What follows belongs to an exercise in optimizing a design on an open flow for small area; a production flow would make more cautious choices.
Function was checked by simulation only, so behaviour that the tests miss may differ from the original.
No driver is modelled on the clock port, so clocking that relies on it looks cheaper here than on a real chip.

Setup of job 102:
## CPWindowAdding
module CPWindowAdding(
	input SYS_CLK,
	input RST,
	input [27:0] DATA_IN,
	input [6:0] DATA_INDEX_IN,
	input DATA_IN_VALID,
	output reg [27:0] DATA_OUT,
    output reg DATA_OUT_LAST,
	output reg DATA_OUT_VALID 
);
==> flow/config.mk <==
export PLATFORM = sky130hd
export DESIGN_NAME = CPWindowAdding
export DESIGN_NICKNAME = CPWindowAdding
export VERILOG_FILES = /design/flow/design.v
export SDC_FILE = /design/flow/constraint.sdc
export NUM_CORES = 4
export LEC_CHECK = 0
export CAP_MARGIN = 20
export CORE_MARGIN = 2
export CORE_UTILIZATION = 70
export PLACE_DENSITY = 0.65
export SLEW_MARGIN = 20
==> flow/constraint.sdc <==
create_clock -name core_clock -period 6.5 [get_ports {SYS_CLK}]
set_input_delay 1.3000 -clock core_clock [delete_from_list [all_inputs] [get_ports {SYS_CLK}]]
set_output_delay 1.3000 -clock core_clock [all_outputs]
set_load 0.01 [all_outputs]
standard.sh (not shown) runs the stock make flow with config.mk's settings and CLKGATE_MAP_FILE= SYNTH_SCRIPT=/design/flow/synth_recipe.tcl, a recipe that flattens the netlist after the stock synthesis.
==> flow/flow/run.sh <==
#!/bin/bash
# Own flow: the standard layout (standard.sh) with a leaner clock tree:
# clkbuf_8 buffers over clusters of at most 18 flip-flops, no dummy loads,
# and rebalance.tcl moving flip-flops off any leaf buffer whose clock slew
# comes out high. The ports are buffered with buf_1. make's full output goes
# to standard_flow.log and each ORFS step's log to orfs/logs/.
set -euo pipefail
export CTS_ARGS="-sink_clustering_enable -repair_clock_nets -dont_use_dummy_load -buf_list sky130_fd_sc_hd__clkbuf_8 -sink_clustering_size 18 -sink_clustering_max_diameter 50"
export BUFFER_PORTS_ARGS="-buffer_cell sky130_fd_sc_hd__buf_1"
export POST_CTS_TCL="$(pwd)/flow/rebalance.tcl"
bash standard.sh finish > standard_flow.log 2>&1
==> flow/flow/rebalance.tcl <==
set leaf_slew_limit 0.106
set leaf_slew_target 0.100
set max_reach 50000 ;# dbu: how far a flip-flop may be from its new buffer

set ::block [ord::get_db_block]

proc leaf_info {} {
  # name -> {slew x y} for every leaf clock buffer
  set info [dict create]
  foreach inst [get_cells -quiet clkbuf_leaf_*] {
    set name [get_full_name $inst]
    set worst 0
    set y [get_pins -of_objects $inst -filter "direction==output"]
    foreach pin [get_pins -quiet -of_objects [get_nets -of_objects $y] -filter "direction==input"] {
      set s [get_property $pin slew_max]
      if {$s > $worst} { set worst $s }
    }
    set dbi [$::block findInst $name]
    set loc [$dbi getLocation]
    dict set info $name [list $worst [lindex $loc 0] [lindex $loc 1]]
  }
  return $info
}

proc leaf_net {name} {
  return [[$::block findInst $name] findITerm X]
}

set moved 0
for {set round 1} {$round <= 60} {incr round} {
  estimate_parasitics -placement
  set info [leaf_info]
  set slow {}
  dict for {name v} $info {
    if {[lindex $v 0] > $leaf_slew_limit} { lappend slow $name }
  }
  if {$round == 1 || [llength $slow] == 0} {
    puts "rebalance: round $round, [llength $slow] leaf buffers over $leaf_slew_limit ns"
  }
  if {[llength $slow] == 0} { break }
  set taken {}
  foreach name $slow {
    lassign [dict get $info $name] s bx by
    set net [[leaf_net $name] getNet]
    # the farthest flip-flop clock pin on this leaf
    set far ""
    set fard -1
    foreach it [$net getITerms] {
      if {[$it isOutputSignal]} { continue }
      set loc [[$it getInst] getLocation]
      set d [expr {abs([lindex $loc 0]-$bx) + abs([lindex $loc 1]-$by)}]
      if {$d > $fard} { set fard $d; set far $it; set fx [lindex $loc 0]; set fy [lindex $loc 1] }
    }
    if {$far eq ""} { continue }
    # the nearest leaf buffer with slew to spare
    set best ""
    set bestd $max_reach
    dict for {other v} $info {
      if {$other eq $name || [lsearch -exact $taken $other] >= 0} { continue }
      if {[lindex $v 0] > $leaf_slew_target} { continue }
      set d [expr {abs([lindex $v 1]-$fx) + abs([lindex $v 2]-$fy)}]
      if {$d < $bestd} { set bestd $d; set best $other }
    }
    if {$best eq ""} { continue }
    lappend taken $best
    set to [[leaf_net $best] getNet]
    $far disconnect
    $far connect $to
    incr moved
  }
}
estimate_parasitics -placement
set worst 0
dict for {name v} [leaf_info] { if {[lindex $v 0] > $worst} { set worst [lindex $v 0] } }
puts "rebalance: moved $moved flip-flop clock pins; worst leaf sink slew now $worst ns"
[inputs] job 101 vs job 102
- PLACE_DENSITY now 0.82, was 0.65
- CORE_UTILIZATION now 72, was 70
-- flow/flow/run.sh --
<<< job 102, line 7
set -euo pipefail
export CTS_ARGS="-sink_clustering_enable -repair_clock_nets -dont_use_dummy_load -buf_list sky130_fd_sc_hd__clkbuf_8 -sink_clustering_size 18 -sink_clustering_max_diameter 50"
export BUFFER_PORTS_ARGS="-buffer_cell sky130_fd_sc_hd__buf_1"
>>> job 101, line 7
set -euo pipefail
export CTS_ARGS="-sink_clustering_enable -repair_clock_nets -dont_use_dummy_load -buf_list sky130_fd_sc_hd__clkbuf_8 -sink_clustering_size 18 -sink_clustering_max_diameter 45"
export BUFFER_PORTS_ARGS="-buffer_cell sky130_fd_sc_hd__buf_1"
-- flow/flow/rebalance.tcl --
<<< job 102, line 1
set leaf_slew_limit 0.106
set leaf_slew_target 0.100
set max_reach 50000 ;# dbu: how far a flip-flop may be from its new buffer

set ::block [ord::get_db_block]

>>> job 101, line 1
set leaf_slew_limit 0.106
set leaf_slew_target 0.098
set max_reach 40000 ;# dbu: how far a flip-flop may be from its new buffer

set block [ord::get_db_block]

## What came out
- The sole clean run among job 101 and job 102 is job 102.
- As the logs show, job 101 stopped at clock tree synthesis (4_1_cts) after a tool error, so it never reached the end of the flow.
- Diff job 101 and job 102: post-detailed-placement half-perimeter wirelength lower in job 102
- Going from job 102 to job 101, the number of cell rows was found to have gone down by 1.7%.
- Job 101 has final weighted congestion in routability-driven placement above what job 102 had.
- Looking at job 101 and job 102, the total nets after synthesis is a wash.
- Number of cells produced by synthesis came out exactly the same in job 101 and job 102.
- [job 101] worst slack at placement rose 73 ps relative to job 102
- Job 102 → job 101: number of placed instances, taps included fell by 25; die extent in y fell by about 1.4%.

afterwards: timing with drivers on the ports:
The flow's constraints put no driver on any port. The routed layout listed below was extracted and timed again, unchanged, in two steps. Step 1: set_driving_cell puts a clkbuf_16 on SYS_CLK and a buf_2 on each other input, an assumption about the parent block. Step 2 moves the port delays by t, midway between the first and last clock arrival at a register: inputs arrive t later, outputs are due t later. That takes back most of the time a late clock gives input paths. a / b / c = ideal ports / drivers / drivers and shift; a / b = the first two.
run: job 102
t, ns: 0.910
setup WS [ns]: 1.144 / 1.192 / 0.282
worst hold slack (ns): 0.300 / 0.300 / 0.300
After both steps setup and hold are still met in job 102. For job 102, drivers alone change the setup slack by +0.048 ns; drivers and shift together by -0.862 ns.
